What follows belongs to an exercise in optimizing a design on an open flow for small area, a short achievable clock period and few clock cycles; a production flow would make more cautious choices.
Only the layout flow was run in this run; the RTL was not checked for function there.

`design/flow/run.sh`:
```
#!/bin/bash
# synth_recipe.tcl (not shown) runs the flow's synth.tcl, then flattens the netlist and writes it again
# the make line also repeats each setting of config.mk as NAME=value (left out here)
make -C /OpenROAD-flow-scripts/flow DESIGN_CONFIG=/design/flow/config.mk WORK_HOME=/design/flow/orfs CLKGATE_MAP_FILE= SYNTH_SCRIPT=/design/flow/synth_recipe.tcl finish
```
`design/flow/config.mk`:
```
export PLATFORM = sky130hd
export DESIGN_NAME = a2_add_b2
export DESIGN_NICKNAME = a2_add_b2
export VERILOG_FILES = /design/flow/design.v
export SDC_FILE = /design/flow/constraint.sdc
export NUM_CORES = 4
export LEC_CHECK = 0
export CAP_MARGIN = 20
export CORE_MARGIN = 2
export CORE_UTILIZATION = 40
export PLACE_DENSITY = 0.6
export SLEW_MARGIN = 20
```
`design/flow/constraint.sdc`:
```
create_clock -name core_clock -period 6.5 [get_ports {clk}]
set_input_delay 1.3000 -clock core_clock [delete_from_list [all_inputs] [get_ports {clk}]]
set_output_delay 1.3000 -clock core_clock [all_outputs]
set_load 0.01 [all_outputs]
```
`design/flow/design.v`:
```
module sqtab(input [9:0] h, output reg [4:0] q, output reg [5:0] r);
always @(*) begin
	case (h)
	10'd0: begin q = 5'd0; r = 6'd0; end
	10'd1: begin q = 5'd1; r = 6'd0; end
	10'd2: begin q = 5'd1; r = 6'd1; end
	10'd3: begin q = 5'd1; r = 6'd2; end
	10'd4: begin q = 5'd2; r = 6'd0; end
	10'd5: begin q = 5'd2; r = 6'd1; end
	10'd6: begin q = 5'd2; r = 6'd2; end
	10'd7: begin q = 5'd2; r = 6'd3; end
	10'd8: begin q = 5'd2; r = 6'd4; end
	10'd9: begin q = 5'd3; r = 6'd0; end
	10'd10: begin q = 5'd3; r = 6'd1; end
	10'd11: begin q = 5'd3; r = 6'd2; end
	10'd12: begin q = 5'd3; r = 6'd3; end
	10'd13: begin q = 5'd3; r = 6'd4; end
	10'd14: begin q = 5'd3; r = 6'd5; end
	10'd15: begin q = 5'd3; r = 6'd6; end
	10'd16: begin q = 5'd4; r = 6'd0; end
	10'd17: begin q = 5'd4; r = 6'd1; end
	10'd18: begin q = 5'd4; r = 6'd2; end
	10'd19: begin q = 5'd4; r = 6'd3; end
	10'd20: begin q = 5'd4; r = 6'd4; end
	10'd21: begin q = 5'd4; r = 6'd5; end
	10'd22: begin q = 5'd4; r = 6'd6; end
	10'd23: begin q = 5'd4; r = 6'd7; end
	10'd24: begin q = 5'd4; r = 6'd8; end
	10'd25: begin q = 5'd5; r = 6'd0; end
	10'd26: begin q = 5'd5; r = 6'd1; end
	10'd27: begin q = 5'd5; r = 6'd2; end
	10'd28: begin q = 5'd5; r = 6'd3; end
	10'd29: begin q = 5'd5; r = 6'd4; end
	10'd30: begin q = 5'd5; r = 6'd5; end
	10'd31: begin q = 5'd5; r = 6'd6; end
	10'd32: begin q = 5'd5; r = 6'd7; end
	10'd33: begin q = 5'd5; r = 6'd8; end
	10'd34: begin q = 5'd5; r = 6'd9; end
	10'd35: begin q = 5'd5; r = 6'd10; end
	10'd36: begin q = 5'd6; r = 6'd0; end
	10'd37: begin q = 5'd6; r = 6'd1; end
	10'd38: begin q = 5'd6; r = 6'd2; end
	10'd39: begin q = 5'd6; r = 6'd3; end
	10'd40: begin q = 5'd6; r = 6'd4; end
	10'd41: begin q = 5'd6; r = 6'd5; end
	10'd42: begin q = 5'd6; r = 6'd6; end
	10'd43: begin q = 5'd6; r = 6'd7; end
	10'd44: begin q = 5'd6; r = 6'd8; end
	10'd45: begin q = 5'd6; r = 6'd9; end
	10'd46: begin q = 5'd6; r = 6'd10; end
	10'd47: begin q = 5'd6; r = 6'd11; end
	10'd48: begin q = 5'd6; r = 6'd12; end
	10'd49: begin q = 5'd7; r = 6'd0; end
	10'd50: begin q = 5'd7; r = 6'd1; end
	10'd51: begin q = 5'd7; r = 6'd2; end
	10'd52: begin q = 5'd7; r = 6'd3; end
	10'd53: begin q = 5'd7; r = 6'd4; end
	10'd54: begin q = 5'd7; r = 6'd5; end
	10'd55: begin q = 5'd7; r = 6'd6; end
	10'd56: begin q = 5'd7; r = 6'd7; end
	10'd57: begin q = 5'd7; r = 6'd8; end
	10'd58: begin q = 5'd7; r = 6'd9; end
	10'd59: begin q = 5'd7; r = 6'd10; end
	10'd60: begin q = 5'd7; r = 6'd11; end
	10'd61: begin q = 5'd7; r = 6'd12; end
	10'd62: begin q = 5'd7; r = 6'd13; end
	10'd63: begin q = 5'd7; r = 6'd14; end
	10'd64: begin q = 5'd8; r = 6'd0; end
	10'd65: begin q = 5'd8; r = 6'd1; end
	10'd66: begin q = 5'd8; r = 6'd2; end
	10'd67: begin q = 5'd8; r = 6'd3; end
	10'd68: begin q = 5'd8; r = 6'd4; end
	10'd69: begin q = 5'd8; r = 6'd5; end
	10'd70: begin q = 5'd8; r = 6'd6; end
	10'd71: begin q = 5'd8; r = 6'd7; end
	10'd72: begin q = 5'd8; r = 6'd8; end
	10'd73: begin q = 5'd8; r = 6'd9; end
	10'd74: begin q = 5'd8; r = 6'd10; end
	10'd75: begin q = 5'd8; r = 6'd11; end
	10'd76: begin q = 5'd8; r = 6'd12; end
	10'd77: begin q = 5'd8; r = 6'd13; end
	10'd78: begin q = 5'd8; r = 6'd14; end
	10'd79: begin q = 5'd8; r = 6'd15; end
	10'd80: begin q = 5'd8; r = 6'd16; end
	10'd81: begin q = 5'd9; r = 6'd0; end
	10'd82: begin q = 5'd9; r = 6'd1; end
	10'd83: begin q = 5'd9; r = 6'd2; end
	10'd84: begin q = 5'd9; r = 6'd3; end
	10'd85: begin q = 5'd9; r = 6'd4; end
	10'd86: begin q = 5'd9; r = 6'd5; end
	10'd87: begin q = 5'd9; r = 6'd6; end
	10'd88: begin q = 5'd9; r = 6'd7; end
	10'd89: begin q = 5'd9; r = 6'd8; end
	10'd90: begin q = 5'd9; r = 6'd9; end
	10'd91: begin q = 5'd9; r = 6'd10; end
	10'd92: begin q = 5'd9; r = 6'd11; end
	10'd93: begin q = 5'd9; r = 6'd12; end
	10'd94: begin q = 5'd9; r = 6'd13; end
	10'd95: begin q = 5'd9; r = 6'd14; end
	10'd96: begin q = 5'd9; r = 6'd15; end
	10'd97: begin q = 5'd9; r = 6'd16; end
	10'd98: begin q = 5'd9; r = 6'd17; end
	10'd99: begin q = 5'd9; r = 6'd18; end
	10'd100: begin q = 5'd10; r = 6'd0; end
	10'd101: begin q = 5'd10; r = 6'd1; end
	10'd102: begin q = 5'd10; r = 6'd2; end
	10'd103: begin q = 5'd10; r = 6'd3; end
	10'd104: begin q = 5'd10; r = 6'd4; end
	10'd105: begin q = 5'd10; r = 6'd5; end
	10'd106: begin q = 5'd10; r = 6'd6; end
	10'd107: begin q = 5'd10; r = 6'd7; end
	10'd108: begin q = 5'd10; r = 6'd8; end
	10'd109: begin q = 5'd10; r = 6'd9; end
	10'd110: begin q = 5'd10; r = 6'd10; end
	10'd111: begin q = 5'd10; r = 6'd11; end
	10'd112: begin q = 5'd10; r = 6'd12; end
	10'd113: begin q = 5'd10; r = 6'd13; end
	10'd114: begin q = 5'd10; r = 6'd14; end
	10'd115: begin q = 5'd10; r = 6'd15; end
	10'd116: begin q = 5'd10; r = 6'd16; end
	10'd117: begin q = 5'd10; r = 6'd17; end
	10'd118: begin q = 5'd10; r = 6'd18; end
	10'd119: begin q = 5'd10; r = 6'd19; end
	10'd120: begin q = 5'd10; r = 6'd20; end
	10'd121: begin q = 5'd11; r = 6'd0; end
	10'd122: begin q = 5'd11; r = 6'd1; end
	10'd123: begin q = 5'd11; r = 6'd2; end
	10'd124: begin q = 5'd11; r = 6'd3; end
	10'd125: begin q = 5'd11; r = 6'd4; end
	10'd126: begin q = 5'd11; r = 6'd5; end
	10'd127: begin q = 5'd11; r = 6'd6; end
	10'd128: begin q = 5'd11; r = 6'd7; end
	10'd129: begin q = 5'd11; r = 6'd8; end
	10'd130: begin q = 5'd11; r = 6'd9; end
	10'd131: begin q = 5'd11; r = 6'd10; end
	10'd132: begin q = 5'd11; r = 6'd11; end
	10'd133: begin q = 5'd11; r = 6'd12; end
	10'd134: begin q = 5'd11; r = 6'd13; end
	10'd135: begin q = 5'd11; r = 6'd14; end
	10'd136: begin q = 5'd11; r = 6'd15; end
	10'd137: begin q = 5'd11; r = 6'd16; end
	10'd138: begin q = 5'd11; r = 6'd17; end
	10'd139: begin q = 5'd11; r = 6'd18; end
	10'd140: begin q = 5'd11; r = 6'd19; end
	10'd141: begin q = 5'd11; r = 6'd20; end
	10'd142: begin q = 5'd11; r = 6'd21; end
	10'd143: begin q = 5'd11; r = 6'd22; end
	10'd144: begin q = 5'd12; r = 6'd0; end
	10'd145: begin q = 5'd12; r = 6'd1; end
	10'd146: begin q = 5'd12; r = 6'd2; end
	10'd147: begin q = 5'd12; r = 6'd3; end
	10'd148: begin q = 5'd12; r = 6'd4; end
	10'd149: begin q = 5'd12; r = 6'd5; end
	10'd150: begin q = 5'd12; r = 6'd6; end
	10'd151: begin q = 5'd12; r = 6'd7; end
	10'd152: begin q = 5'd12; r = 6'd8; end
	10'd153: begin q = 5'd12; r = 6'd9; end
	10'd154: begin q = 5'd12; r = 6'd10; end
	10'd155: begin q = 5'd12; r = 6'd11; end
	10'd156: begin q = 5'd12; r = 6'd12; end
	10'd157: begin q = 5'd12; r = 6'd13; end
	10'd158: begin q = 5'd12; r = 6'd14; end
	10'd159: begin q = 5'd12; r = 6'd15; end
	10'd160: begin q = 5'd12; r = 6'd16; end
	10'd161: begin q = 5'd12; r = 6'd17; end
	10'd162: begin q = 5'd12; r = 6'd18; end
	10'd163: begin q = 5'd12; r = 6'd19; end
	10'd164: begin q = 5'd12; r = 6'd20; end
	10'd165: begin q = 5'd12; r = 6'd21; end
	10'd166: begin q = 5'd12; r = 6'd22; end
	10'd167: begin q = 5'd12; r = 6'd23; end
	10'd168: begin q = 5'd12; r = 6'd24; end
	10'd169: begin q = 5'd13; r = 6'd0; end
	10'd170: begin q = 5'd13; r = 6'd1; end
	10'd171: begin q = 5'd13; r = 6'd2; end
	10'd172: begin q = 5'd13; r = 6'd3; end
	10'd173: begin q = 5'd13; r = 6'd4; end
	10'd174: begin q = 5'd13; r = 6'd5; end
	10'd175: begin q = 5'd13; r = 6'd6; end
	10'd176: begin q = 5'd13; r = 6'd7; end
	10'd177: begin q = 5'd13; r = 6'd8; end
	10'd178: begin q = 5'd13; r = 6'd9; end
	10'd179: begin q = 5'd13; r = 6'd10; end
	10'd180: begin q = 5'd13; r = 6'd11; end
	10'd181: begin q = 5'd13; r = 6'd12; end
	10'd182: begin q = 5'd13; r = 6'd13; end
	10'd183: begin q = 5'd13; r = 6'd14; end
	10'd184: begin q = 5'd13; r = 6'd15; end
	10'd185: begin q = 5'd13; r = 6'd16; end
	10'd186: begin q = 5'd13; r = 6'd17; end
	10'd187: begin q = 5'd13; r = 6'd18; end
	10'd188: begin q = 5'd13; r = 6'd19; end
	10'd189: begin q = 5'd13; r = 6'd20; end
	10'd190: begin q = 5'd13; r = 6'd21; end
	10'd191: begin q = 5'd13; r = 6'd22; end
	10'd192: begin q = 5'd13; r = 6'd23; end
	10'd193: begin q = 5'd13; r = 6'd24; end
	10'd194: begin q = 5'd13; r = 6'd25; end
	10'd195: begin q = 5'd13; r = 6'd26; end
	10'd196: begin q = 5'd14; r = 6'd0; end
	10'd197: begin q = 5'd14; r = 6'd1; end
	10'd198: begin q = 5'd14; r = 6'd2; end
	10'd199: begin q = 5'd14; r = 6'd3; end
	10'd200: begin q = 5'd14; r = 6'd4; end
	10'd201: begin q = 5'd14; r = 6'd5; end
	10'd202: begin q = 5'd14; r = 6'd6; end
	10'd203: begin q = 5'd14; r = 6'd7; end
	10'd204: begin q = 5'd14; r = 6'd8; end
	10'd205: begin q = 5'd14; r = 6'd9; end
	10'd206: begin q = 5'd14; r = 6'd10; end
	10'd207: begin q = 5'd14; r = 6'd11; end
	10'd208: begin q = 5'd14; r = 6'd12; end
	10'd209: begin q = 5'd14; r = 6'd13; end
	10'd210: begin q = 5'd14; r = 6'd14; end
	10'd211: begin q = 5'd14; r = 6'd15; end
	10'd212: begin q = 5'd14; r = 6'd16; end
	10'd213: begin q = 5'd14; r = 6'd17; end
	10'd214: begin q = 5'd14; r = 6'd18; end
	10'd215: begin q = 5'd14; r = 6'd19; end
	10'd216: begin q = 5'd14; r = 6'd20; end
	10'd217: begin q = 5'd14; r = 6'd21; end
	10'd218: begin q = 5'd14; r = 6'd22; end
	10'd219: begin q = 5'd14; r = 6'd23; end
	10'd220: begin q = 5'd14; r = 6'd24; end
	10'd221: begin q = 5'd14; r = 6'd25; end
	10'd222: begin q = 5'd14; r = 6'd26; end
	10'd223: begin q = 5'd14; r = 6'd27; end
	10'd224: begin q = 5'd14; r = 6'd28; end
	10'd225: begin q = 5'd15; r = 6'd0; end
	10'd226: begin q = 5'd15; r = 6'd1; end
	10'd227: begin q = 5'd15; r = 6'd2; end
	10'd228: begin q = 5'd15; r = 6'd3; end
	10'd229: begin q = 5'd15; r = 6'd4; end
	10'd230: begin q = 5'd15; r = 6'd5; end
	10'd231: begin q = 5'd15; r = 6'd6; end
	10'd232: begin q = 5'd15; r = 6'd7; end
	10'd233: begin q = 5'd15; r = 6'd8; end
	10'd234: begin q = 5'd15; r = 6'd9; end
	10'd235: begin q = 5'd15; r = 6'd10; end
	10'd236: begin q = 5'd15; r = 6'd11; end
	10'd237: begin q = 5'd15; r = 6'd12; end
	10'd238: begin q = 5'd15; r = 6'd13; end
	10'd239: begin q = 5'd15; r = 6'd14; end
	10'd240: begin q = 5'd15; r = 6'd15; end
	10'd241: begin q = 5'd15; r = 6'd16; end
	10'd242: begin q = 5'd15; r = 6'd17; end
	10'd243: begin q = 5'd15; r = 6'd18; end
	10'd244: begin q = 5'd15; r = 6'd19; end
	10'd245: begin q = 5'd15; r = 6'd20; end
	10'd246: begin q = 5'd15; r = 6'd21; end
	10'd247: begin q = 5'd15; r = 6'd22; end
	10'd248: begin q = 5'd15; r = 6'd23; end
	10'd249: begin q = 5'd15; r = 6'd24; end
	10'd250: begin q = 5'd15; r = 6'd25; end
	10'd251: begin q = 5'd15; r = 6'd26; end
	10'd252: begin q = 5'd15; r = 6'd27; end
	10'd253: begin q = 5'd15; r = 6'd28; end
	10'd254: begin q = 5'd15; r = 6'd29; end
	10'd255: begin q = 5'd15; r = 6'd30; end
	10'd256: begin q = 5'd16; r = 6'd0; end
	10'd257: begin q = 5'd16; r = 6'd1; end
	10'd258: begin q = 5'd16; r = 6'd2; end
	10'd259: begin q = 5'd16; r = 6'd3; end
	10'd260: begin q = 5'd16; r = 6'd4; end
	10'd261: begin q = 5'd16; r = 6'd5; end
	10'd262: begin q = 5'd16; r = 6'd6; end
	10'd263: begin q = 5'd16; r = 6'd7; end
	10'd264: begin q = 5'd16; r = 6'd8; end
	10'd265: begin q = 5'd16; r = 6'd9; end
	10'd266: begin q = 5'd16; r = 6'd10; end
	10'd267: begin q = 5'd16; r = 6'd11; end
	10'd268: begin q = 5'd16; r = 6'd12; end
	10'd269: begin q = 5'd16; r = 6'd13; end
	10'd270: begin q = 5'd16; r = 6'd14; end
	10'd271: begin q = 5'd16; r = 6'd15; end
	10'd272: begin q = 5'd16; r = 6'd16; end
	10'd273: begin q = 5'd16; r = 6'd17; end
	10'd274: begin q = 5'd16; r = 6'd18; end
	10'd275: begin q = 5'd16; r = 6'd19; end
	10'd276: begin q = 5'd16; r = 6'd20; end
	10'd277: begin q = 5'd16; r = 6'd21; end
	10'd278: begin q = 5'd16; r = 6'd22; end
	10'd279: begin q = 5'd16; r = 6'd23; end
	10'd280: begin q = 5'd16; r = 6'd24; end
	10'd281: begin q = 5'd16; r = 6'd25; end
	10'd282: begin q = 5'd16; r = 6'd26; end
	10'd283: begin q = 5'd16; r = 6'd27; end
	10'd284: begin q = 5'd16; r = 6'd28; end
	10'd285: begin q = 5'd16; r = 6'd29; end
	10'd286: begin q = 5'd16; r = 6'd30; end
	10'd287: begin q = 5'd16; r = 6'd31; end
	10'd288: begin q = 5'd16; r = 6'd32; end
	10'd289: begin q = 5'd17; r = 6'd0; end
	10'd290: begin q = 5'd17; r = 6'd1; end
	10'd291: begin q = 5'd17; r = 6'd2; end
	10'd292: begin q = 5'd17; r = 6'd3; end
	10'd293: begin q = 5'd17; r = 6'd4; end
	10'd294: begin q = 5'd17; r = 6'd5; end
	10'd295: begin q = 5'd17; r = 6'd6; end
	10'd296: begin q = 5'd17; r = 6'd7; end
	10'd297: begin q = 5'd17; r = 6'd8; end
	10'd298: begin q = 5'd17; r = 6'd9; end
	10'd299: begin q = 5'd17; r = 6'd10; end
	10'd300: begin q = 5'd17; r = 6'd11; end
	10'd301: begin q = 5'd17; r = 6'd12; end
	10'd302: begin q = 5'd17; r = 6'd13; end
	10'd303: begin q = 5'd17; r = 6'd14; end
	10'd304: begin q = 5'd17; r = 6'd15; end
	10'd305: begin q = 5'd17; r = 6'd16; end
	10'd306: begin q = 5'd17; r = 6'd17; end
	10'd307: begin q = 5'd17; r = 6'd18; end
	10'd308: begin q = 5'd17; r = 6'd19; end
	10'd309: begin q = 5'd17; r = 6'd20; end
	10'd310: begin q = 5'd17; r = 6'd21; end
	10'd311: begin q = 5'd17; r = 6'd22; end
	10'd312: begin q = 5'd17; r = 6'd23; end
	10'd313: begin q = 5'd17; r = 6'd24; end
	10'd314: begin q = 5'd17; r = 6'd25; end
	10'd315: begin q = 5'd17; r = 6'd26; end
	10'd316: begin q = 5'd17; r = 6'd27; end
	10'd317: begin q = 5'd17; r = 6'd28; end
	10'd318: begin q = 5'd17; r = 6'd29; end
	10'd319: begin q = 5'd17; r = 6'd30; end
	10'd320: begin q = 5'd17; r = 6'd31; end
	10'd321: begin q = 5'd17; r = 6'd32; end
	10'd322: begin q = 5'd17; r = 6'd33; end
	10'd323: begin q = 5'd17; r = 6'd34; end
	10'd324: begin q = 5'd18; r = 6'd0; end
	10'd325: begin q = 5'd18; r = 6'd1; end
	10'd326: begin q = 5'd18; r = 6'd2; end
	10'd327: begin q = 5'd18; r = 6'd3; end
	10'd328: begin q = 5'd18; r = 6'd4; end
	10'd329: begin q = 5'd18; r = 6'd5; end
	10'd330: begin q = 5'd18; r = 6'd6; end
	10'd331: begin q = 5'd18; r = 6'd7; end
	10'd332: begin q = 5'd18; r = 6'd8; end
	10'd333: begin q = 5'd18; r = 6'd9; end
	10'd334: begin q = 5'd18; r = 6'd10; end
	10'd335: begin q = 5'd18; r = 6'd11; end
	10'd336: begin q = 5'd18; r = 6'd12; end
	10'd337: begin q = 5'd18; r = 6'd13; end
	10'd338: begin q = 5'd18; r = 6'd14; end
	10'd339: begin q = 5'd18; r = 6'd15; end
	10'd340: begin q = 5'd18; r = 6'd16; end
	10'd341: begin q = 5'd18; r = 6'd17; end
	10'd342: begin q = 5'd18; r = 6'd18; end
	10'd343: begin q = 5'd18; r = 6'd19; end
	10'd344: begin q = 5'd18; r = 6'd20; end
	10'd345: begin q = 5'd18; r = 6'd21; end
	10'd346: begin q = 5'd18; r = 6'd22; end
	10'd347: begin q = 5'd18; r = 6'd23; end
	10'd348: begin q = 5'd18; r = 6'd24; end
	10'd349: begin q = 5'd18; r = 6'd25; end
	10'd350: begin q = 5'd18; r = 6'd26; end
	10'd351: begin q = 5'd18; r = 6'd27; end
	10'd352: begin q = 5'd18; r = 6'd28; end
	10'd353: begin q = 5'd18; r = 6'd29; end
	10'd354: begin q = 5'd18; r = 6'd30; end
	10'd355: begin q = 5'd18; r = 6'd31; end
	10'd356: begin q = 5'd18; r = 6'd32; end
	10'd357: begin q = 5'd18; r = 6'd33; end
	10'd358: begin q = 5'd18; r = 6'd34; end
	10'd359: begin q = 5'd18; r = 6'd35; end
	10'd360: begin q = 5'd18; r = 6'd36; end
	10'd361: begin q = 5'd19; r = 6'd0; end
	10'd362: begin q = 5'd19; r = 6'd1; end
	10'd363: begin q = 5'd19; r = 6'd2; end
	10'd364: begin q = 5'd19; r = 6'd3; end
	10'd365: begin q = 5'd19; r = 6'd4; end
	10'd366: begin q = 5'd19; r = 6'd5; end
	10'd367: begin q = 5'd19; r = 6'd6; end
	10'd368: begin q = 5'd19; r = 6'd7; end
	10'd369: begin q = 5'd19; r = 6'd8; end
	10'd370: begin q = 5'd19; r = 6'd9; end
	10'd371: begin q = 5'd19; r = 6'd10; end
	10'd372: begin q = 5'd19; r = 6'd11; end
	10'd373: begin q = 5'd19; r = 6'd12; end
	10'd374: begin q = 5'd19; r = 6'd13; end
	10'd375: begin q = 5'd19; r = 6'd14; end
	10'd376: begin q = 5'd19; r = 6'd15; end
	10'd377: begin q = 5'd19; r = 6'd16; end
	10'd378: begin q = 5'd19; r = 6'd17; end
	10'd379: begin q = 5'd19; r = 6'd18; end
	10'd380: begin q = 5'd19; r = 6'd19; end
	10'd381: begin q = 5'd19; r = 6'd20; end
	10'd382: begin q = 5'd19; r = 6'd21; end
	10'd383: begin q = 5'd19; r = 6'd22; end
	10'd384: begin q = 5'd19; r = 6'd23; end
	10'd385: begin q = 5'd19; r = 6'd24; end
	10'd386: begin q = 5'd19; r = 6'd25; end
	10'd387: begin q = 5'd19; r = 6'd26; end
	10'd388: begin q = 5'd19; r = 6'd27; end
	10'd389: begin q = 5'd19; r = 6'd28; end
	10'd390: begin q = 5'd19; r = 6'd29; end
	10'd391: begin q = 5'd19; r = 6'd30; end
	10'd392: begin q = 5'd19; r = 6'd31; end
	10'd393: begin q = 5'd19; r = 6'd32; end
	10'd394: begin q = 5'd19; r = 6'd33; end
	10'd395: begin q = 5'd19; r = 6'd34; end
	10'd396: begin q = 5'd19; r = 6'd35; end
	10'd397: begin q = 5'd19; r = 6'd36; end
	10'd398: begin q = 5'd19; r = 6'd37; end
	10'd399: begin q = 5'd19; r = 6'd38; end
	10'd400: begin q = 5'd20; r = 6'd0; end
	10'd401: begin q = 5'd20; r = 6'd1; end
	10'd402: begin q = 5'd20; r = 6'd2; end
	10'd403: begin q = 5'd20; r = 6'd3; end
	10'd404: begin q = 5'd20; r = 6'd4; end
	10'd405: begin q = 5'd20; r = 6'd5; end
	10'd406: begin q = 5'd20; r = 6'd6; end
	10'd407: begin q = 5'd20; r = 6'd7; end
	10'd408: begin q = 5'd20; r = 6'd8; end
	10'd409: begin q = 5'd20; r = 6'd9; end
	10'd410: begin q = 5'd20; r = 6'd10; end
	10'd411: begin q = 5'd20; r = 6'd11; end
	10'd412: begin q = 5'd20; r = 6'd12; end
	10'd413: begin q = 5'd20; r = 6'd13; end
	10'd414: begin q = 5'd20; r = 6'd14; end
	10'd415: begin q = 5'd20; r = 6'd15; end
	10'd416: begin q = 5'd20; r = 6'd16; end
	10'd417: begin q = 5'd20; r = 6'd17; end
	10'd418: begin q = 5'd20; r = 6'd18; end
	10'd419: begin q = 5'd20; r = 6'd19; end
	10'd420: begin q = 5'd20; r = 6'd20; end
	10'd421: begin q = 5'd20; r = 6'd21; end
	10'd422: begin q = 5'd20; r = 6'd22; end
	10'd423: begin q = 5'd20; r = 6'd23; end
	10'd424: begin q = 5'd20; r = 6'd24; end
	10'd425: begin q = 5'd20; r = 6'd25; end
	10'd426: begin q = 5'd20; r = 6'd26; end
	10'd427: begin q = 5'd20; r = 6'd27; end
	10'd428: begin q = 5'd20; r = 6'd28; end
	10'd429: begin q = 5'd20; r = 6'd29; end
	10'd430: begin q = 5'd20; r = 6'd30; end
	10'd431: begin q = 5'd20; r = 6'd31; end
	10'd432: begin q = 5'd20; r = 6'd32; end
	10'd433: begin q = 5'd20; r = 6'd33; end
	10'd434: begin q = 5'd20; r = 6'd34; end
	10'd435: begin q = 5'd20; r = 6'd35; end
	10'd436: begin q = 5'd20; r = 6'd36; end
	10'd437: begin q = 5'd20; r = 6'd37; end
	10'd438: begin q = 5'd20; r = 6'd38; end
	10'd439: begin q = 5'd20; r = 6'd39; end
	10'd440: begin q = 5'd20; r = 6'd40; end
	10'd441: begin q = 5'd21; r = 6'd0; end
	10'd442: begin q = 5'd21; r = 6'd1; end
	10'd443: begin q = 5'd21; r = 6'd2; end
	10'd444: begin q = 5'd21; r = 6'd3; end
	10'd445: begin q = 5'd21; r = 6'd4; end
	10'd446: begin q = 5'd21; r = 6'd5; end
	10'd447: begin q = 5'd21; r = 6'd6; end
	10'd448: begin q = 5'd21; r = 6'd7; end
	10'd449: begin q = 5'd21; r = 6'd8; end
	10'd450: begin q = 5'd21; r = 6'd9; end
	10'd451: begin q = 5'd21; r = 6'd10; end
	10'd452: begin q = 5'd21; r = 6'd11; end
	10'd453: begin q = 5'd21; r = 6'd12; end
	10'd454: begin q = 5'd21; r = 6'd13; end
	10'd455: begin q = 5'd21; r = 6'd14; end
	10'd456: begin q = 5'd21; r = 6'd15; end
	10'd457: begin q = 5'd21; r = 6'd16; end
	10'd458: begin q = 5'd21; r = 6'd17; end
	10'd459: begin q = 5'd21; r = 6'd18; end
	10'd460: begin q = 5'd21; r = 6'd19; end
	10'd461: begin q = 5'd21; r = 6'd20; end
	10'd462: begin q = 5'd21; r = 6'd21; end
	10'd463: begin q = 5'd21; r = 6'd22; end
	10'd464: begin q = 5'd21; r = 6'd23; end
	10'd465: begin q = 5'd21; r = 6'd24; end
	10'd466: begin q = 5'd21; r = 6'd25; end
	10'd467: begin q = 5'd21; r = 6'd26; end
	10'd468: begin q = 5'd21; r = 6'd27; end
	10'd469: begin q = 5'd21; r = 6'd28; end
	10'd470: begin q = 5'd21; r = 6'd29; end
	10'd471: begin q = 5'd21; r = 6'd30; end
	10'd472: begin q = 5'd21; r = 6'd31; end
	10'd473: begin q = 5'd21; r = 6'd32; end
	10'd474: begin q = 5'd21; r = 6'd33; end
	10'd475: begin q = 5'd21; r = 6'd34; end
	10'd476: begin q = 5'd21; r = 6'd35; end
	10'd477: begin q = 5'd21; r = 6'd36; end
	10'd478: begin q = 5'd21; r = 6'd37; end
	10'd479: begin q = 5'd21; r = 6'd38; end
	10'd480: begin q = 5'd21; r = 6'd39; end
	10'd481: begin q = 5'd21; r = 6'd40; end
	10'd482: begin q = 5'd21; r = 6'd41; end
	10'd483: begin q = 5'd21; r = 6'd42; end
	10'd484: begin q = 5'd22; r = 6'd0; end
	10'd485: begin q = 5'd22; r = 6'd1; end
	10'd486: begin q = 5'd22; r = 6'd2; end
	10'd487: begin q = 5'd22; r = 6'd3; end
	10'd488: begin q = 5'd22; r = 6'd4; end
	10'd489: begin q = 5'd22; r = 6'd5; end
	10'd490: begin q = 5'd22; r = 6'd6; end
	10'd491: begin q = 5'd22; r = 6'd7; end
	10'd492: begin q = 5'd22; r = 6'd8; end
	10'd493: begin q = 5'd22; r = 6'd9; end
	10'd494: begin q = 5'd22; r = 6'd10; end
	10'd495: begin q = 5'd22; r = 6'd11; end
	10'd496: begin q = 5'd22; r = 6'd12; end
	10'd497: begin q = 5'd22; r = 6'd13; end
	10'd498: begin q = 5'd22; r = 6'd14; end
	10'd499: begin q = 5'd22; r = 6'd15; end
	10'd500: begin q = 5'd22; r = 6'd16; end
	10'd501: begin q = 5'd22; r = 6'd17; end
	10'd502: begin q = 5'd22; r = 6'd18; end
	10'd503: begin q = 5'd22; r = 6'd19; end
	10'd504: begin q = 5'd22; r = 6'd20; end
	10'd505: begin q = 5'd22; r = 6'd21; end
	10'd506: begin q = 5'd22; r = 6'd22; end
	10'd507: begin q = 5'd22; r = 6'd23; end
	10'd508: begin q = 5'd22; r = 6'd24; end
	10'd509: begin q = 5'd22; r = 6'd25; end
	10'd510: begin q = 5'd22; r = 6'd26; end
	10'd511: begin q = 5'd22; r = 6'd27; end
	10'd512: begin q = 5'd22; r = 6'd28; end
	default: begin q = 5'bx; r = 6'bx; end
	endcase
end
endmodule
module sumsq(input [7:0] a, input [7:0] b, output [15:0] s);
	wire n1, n2;
	assign {n2, n1} = (a[1] & a[6]) + (a[2] & a[5]) + (a[3] & a[4]);
	wire n3, n4;
	assign {n4, n3} = a[4] + (a[7] & ~a[0]);
	wire n5, n6;
	assign {n6, n5} = (a[0] & a[5]) + (a[1] & a[4]) + (a[2] & a[3]);
	wire n7, n8;
	assign {n8, n7} = (a[0] & a[6]) + (a[1] & a[5]);
	wire n9, n10;
	assign {n10, n9} = a[7] + (b[1] & b[6]) + (b[2] & b[5]);
	wire n11, n12;
	assign {n12, n11} = (b[3] & b[4]) + b[4] + (b[7] & ~b[0]);
	wire n13, n14;
	assign {n14, n13} = (a[2] & a[6]) + (a[3] & a[5]) + (a[7] & ~a[1]);
	wire n15, n16;
	assign {n16, n15} = (b[2] & b[6]) + (b[3] & b[5]) + (b[7] & ~b[1]);
	wire n17, n18;
	assign {n18, n17} = (a[3] & a[6]) + (a[4] & a[5]) + a[5];
	wire n19, n20;
	assign {n20, n19} = (a[7] & ~a[2]) + (b[3] & b[6]) + (b[4] & b[5]);
	wire n21, n22;
	assign {n22, n21} = (a[0] & a[3]) + (a[1] & a[2]) + a[2];
	wire n23, n24;
	assign {n24, n23} = (a[0] & a[4]) + (a[1] & a[3]);
	wire n25, n26;
	assign {n26, n25} = a[3] + (b[0] & b[5]) + (b[1] & b[4]);
	wire n27, n28;
	assign {n28, n27} = (b[2] & b[3]) + b[3];
	wire n29, n30;
	assign {n30, n29} = (a[2] & a[4]) + (b[0] & b[6]) + (b[1] & b[5]);
	wire n31, n32;
	assign {n32, n31} = (b[2] & b[4]) + n6 + n7;
	wire n33, n34;
	assign {n34, n33} = b[7] + n1 + n3;
	wire n35, n36;
	assign {n36, n35} = n8 + n9 + n11;
	wire n37, n38;
	assign {n38, n37} = n2 + n4 + n10;
	wire n39, n40;
	assign {n40, n39} = n12 + n13 + n15;
	wire n41, n42;
	assign {n42, n41} = b[5] + (b[7] & ~b[2]) + n14;
	wire n43, n44;
	assign {n44, n43} = n16 + n17 + n19;
	wire n45, n46;
	assign {n46, n45} = (a[4] & a[6]) + (a[7] & ~a[3]) + (b[4] & b[6]);
	wire n47, n48;
	assign {n48, n47} = (b[7] & ~b[3]) + n18 + n20;
	wire n49, n50;
	assign {n50, n49} = (a[5] & a[6]) + a[6] + (a[7] & ~a[4]);
	wire n51, n52;
	assign {n52, n51} = (b[5] & b[6]) + b[6] + (b[7] & ~b[4]);
	wire n53, n54;
	assign {n54, n53} = (a[0] & a[1]) + a[1];
	wire n55, n56;
	assign {n56, n55} = (b[0] & b[3]) + (b[1] & b[2]);
	wire n57, n58;
	assign {n58, n57} = (b[0] & b[4]) + (b[1] & b[3]) + n22;
	wire n59, n60;
	assign {n60, n59} = n5 + n24 + n25;
	wire n61, n62;
	assign {n62, n61} = n26 + n28 + n29;
	wire n63, n64;
	assign {n64, n63} = n30 + n32 + n33;
	wire n65, n66;
	assign {n66, n65} = n34 + n36 + n37;
	wire n67, n68;
	assign {n68, n67} = n38 + n40 + n41;
	wire n69, n70;
	assign {n70, n69} = n42 + n44 + n45;
	wire n71, n72;
	assign {n72, n71} = n46 + n48 + n49;
	wire n73, n74;
	assign {n74, n73} = (a[7] & ~a[5]) + (b[7] & ~b[5]) + n50;
	wire n75, n76;
	assign {n76, n75} = (a[7] & ~a[6]) + a[7] + (b[7] & ~b[6]);
	wire n77, n78;
	assign {n78, n77} = (b[0] & b[1]) + b[1];
	wire n79, n80;
	assign {n80, n79} = (a[0] & a[2]) + (b[0] & b[2]) + n54;
	wire n81, n82;
	assign {n82, n81} = b[2] + n21 + n55;
	wire n83, n84;
	assign {n84, n83} = n23 + n56 + n57;
	wire n85, n86;
	assign {n86, n85} = n27 + n58 + n59;
	wire n87, n88;
	assign {n88, n87} = n31 + n60 + n61;
	wire n89, n90;
	assign {n90, n89} = n35 + n62 + n63;
	wire n91, n92;
	assign {n92, n91} = n39 + n64 + n65;
	wire n93, n94;
	assign {n94, n93} = n43 + n66 + n67;
	wire n95, n96;
	assign {n96, n95} = n47 + n68 + n69;
	wire n97, n98;
	assign {n98, n97} = n51 + n70 + n71;
	wire n99, n100;
	assign {n100, n99} = n52 + n72 + n73;
	wire n101, n102;
	assign {n102, n101} = b[7] + n74 + n75;
	wire n103, n104;
	assign {n104, n103} = a[7] + b[7] + n76;
	wire [15:0] r0 = {n102, n100, n98, n96, n94, n92, n90, n88, n86, n84, n82, n80, n78, n53, 1'b0, a[0]};
	wire [15:0] r1 = {n103, n101, n99, n97, n95, n93, n91, n89, n87, n85, n83, n81, n79, n77, 1'b0, b[0]};
	assign s = r0 + r1;
endmodule
module sqrt #(parameter FIRST = 0, parameter LAST = 8) (
	input  [15:0] s,
	input  [7:0]  q_in,
	input  [9:0]  r_in,
	output [7:0]  q_out,
	output [9:0]  r_out
);
	wire [7:0] Q [0:8];
	wire [9:0] R [0:8];
	assign Q[FIRST] = q_in;
	assign R[FIRST] = r_in;
	genvar k;
	generate for (k = FIRST; k < LAST; k = k + 1) begin : stg
		wire [k+2:0] rr = {R[k][k:0], s[15-2*k:14-2*k]};
		wire [k+3:0] t;
		if (k == 0) begin : first
			assign t = {1'b0, rr} - 4'b0001;
		end else begin : next
			assign t = {1'b0, rr} - {2'b00, Q[k][k-1:0], 2'b01};
		end
		wire bit_ = ~t[k+3];
		wire [k+1:0] rn = bit_ ? t[k+1:0] : rr[k+1:0];
		assign Q[k+1] = {Q[k][6:0], bit_};
		assign R[k+1] = rn;
	end endgenerate
	assign q_out = Q[LAST];
	assign r_out = R[LAST];
endmodule
module a2_add_b2(
	input 				clk 	,
	input 				rst_n	,
	input 		[7:0]	a		,
	input 		[7:0]	b		,
	input 				i_vld	,
	output				o_vld	,
	output		[7:0]	sqrt	,
	output		[15:0]  remain
);
	localparam N = 5;
	wire [15:0] s_in;
	sumsq u_sumsq (.a(a), .b(b), .s(s_in));
	wire [N-1:0] q_hi;
	wire [N:0] r_hi;
	sqtab u_tab (.h(s_in[15:16-2*N]), .q(q_hi), .r(r_hi));
	reg [N-1:0] q_r;
	reg [N:0] r_r;
	reg [15-2*N:0] s_r;
	reg vld_r;
	always @(posedge clk) begin
		q_r <= q_hi;
		r_r <= r_hi;
		s_r <= s_in[15-2*N:0];
	end
	always @(posedge clk or negedge rst_n) begin
		if (~rst_n) vld_r <= 1'b0;
		else        vld_r <= i_vld;
	end
	wire [7:0] q_end;
	wire [9:0] r_end;
	sqrt #(.FIRST(N), .LAST(8)) u_back (
		.s({{(2*N){1'b0}}, s_r}), .q_in({{(8-N){1'b0}}, q_r}), .r_in({{(9-N){1'b0}}, r_r}),
		.q_out(q_end), .r_out(r_end));
	assign o_vld  = vld_r;
	assign sqrt   = q_end;
	assign remain = {7'd0, r_end[8:0]};
endmodule
```
==> results.txt <==
==> summary.md <==
| Metric | Value |
|---|---|
| Stop stage | synthesis (1_2_yosys) |
| Yosys warns | 3 |
| Outcome | did not finish |
| Log Error | ERROR: TCL interpreter returned an error: Source files actually used in the design: |
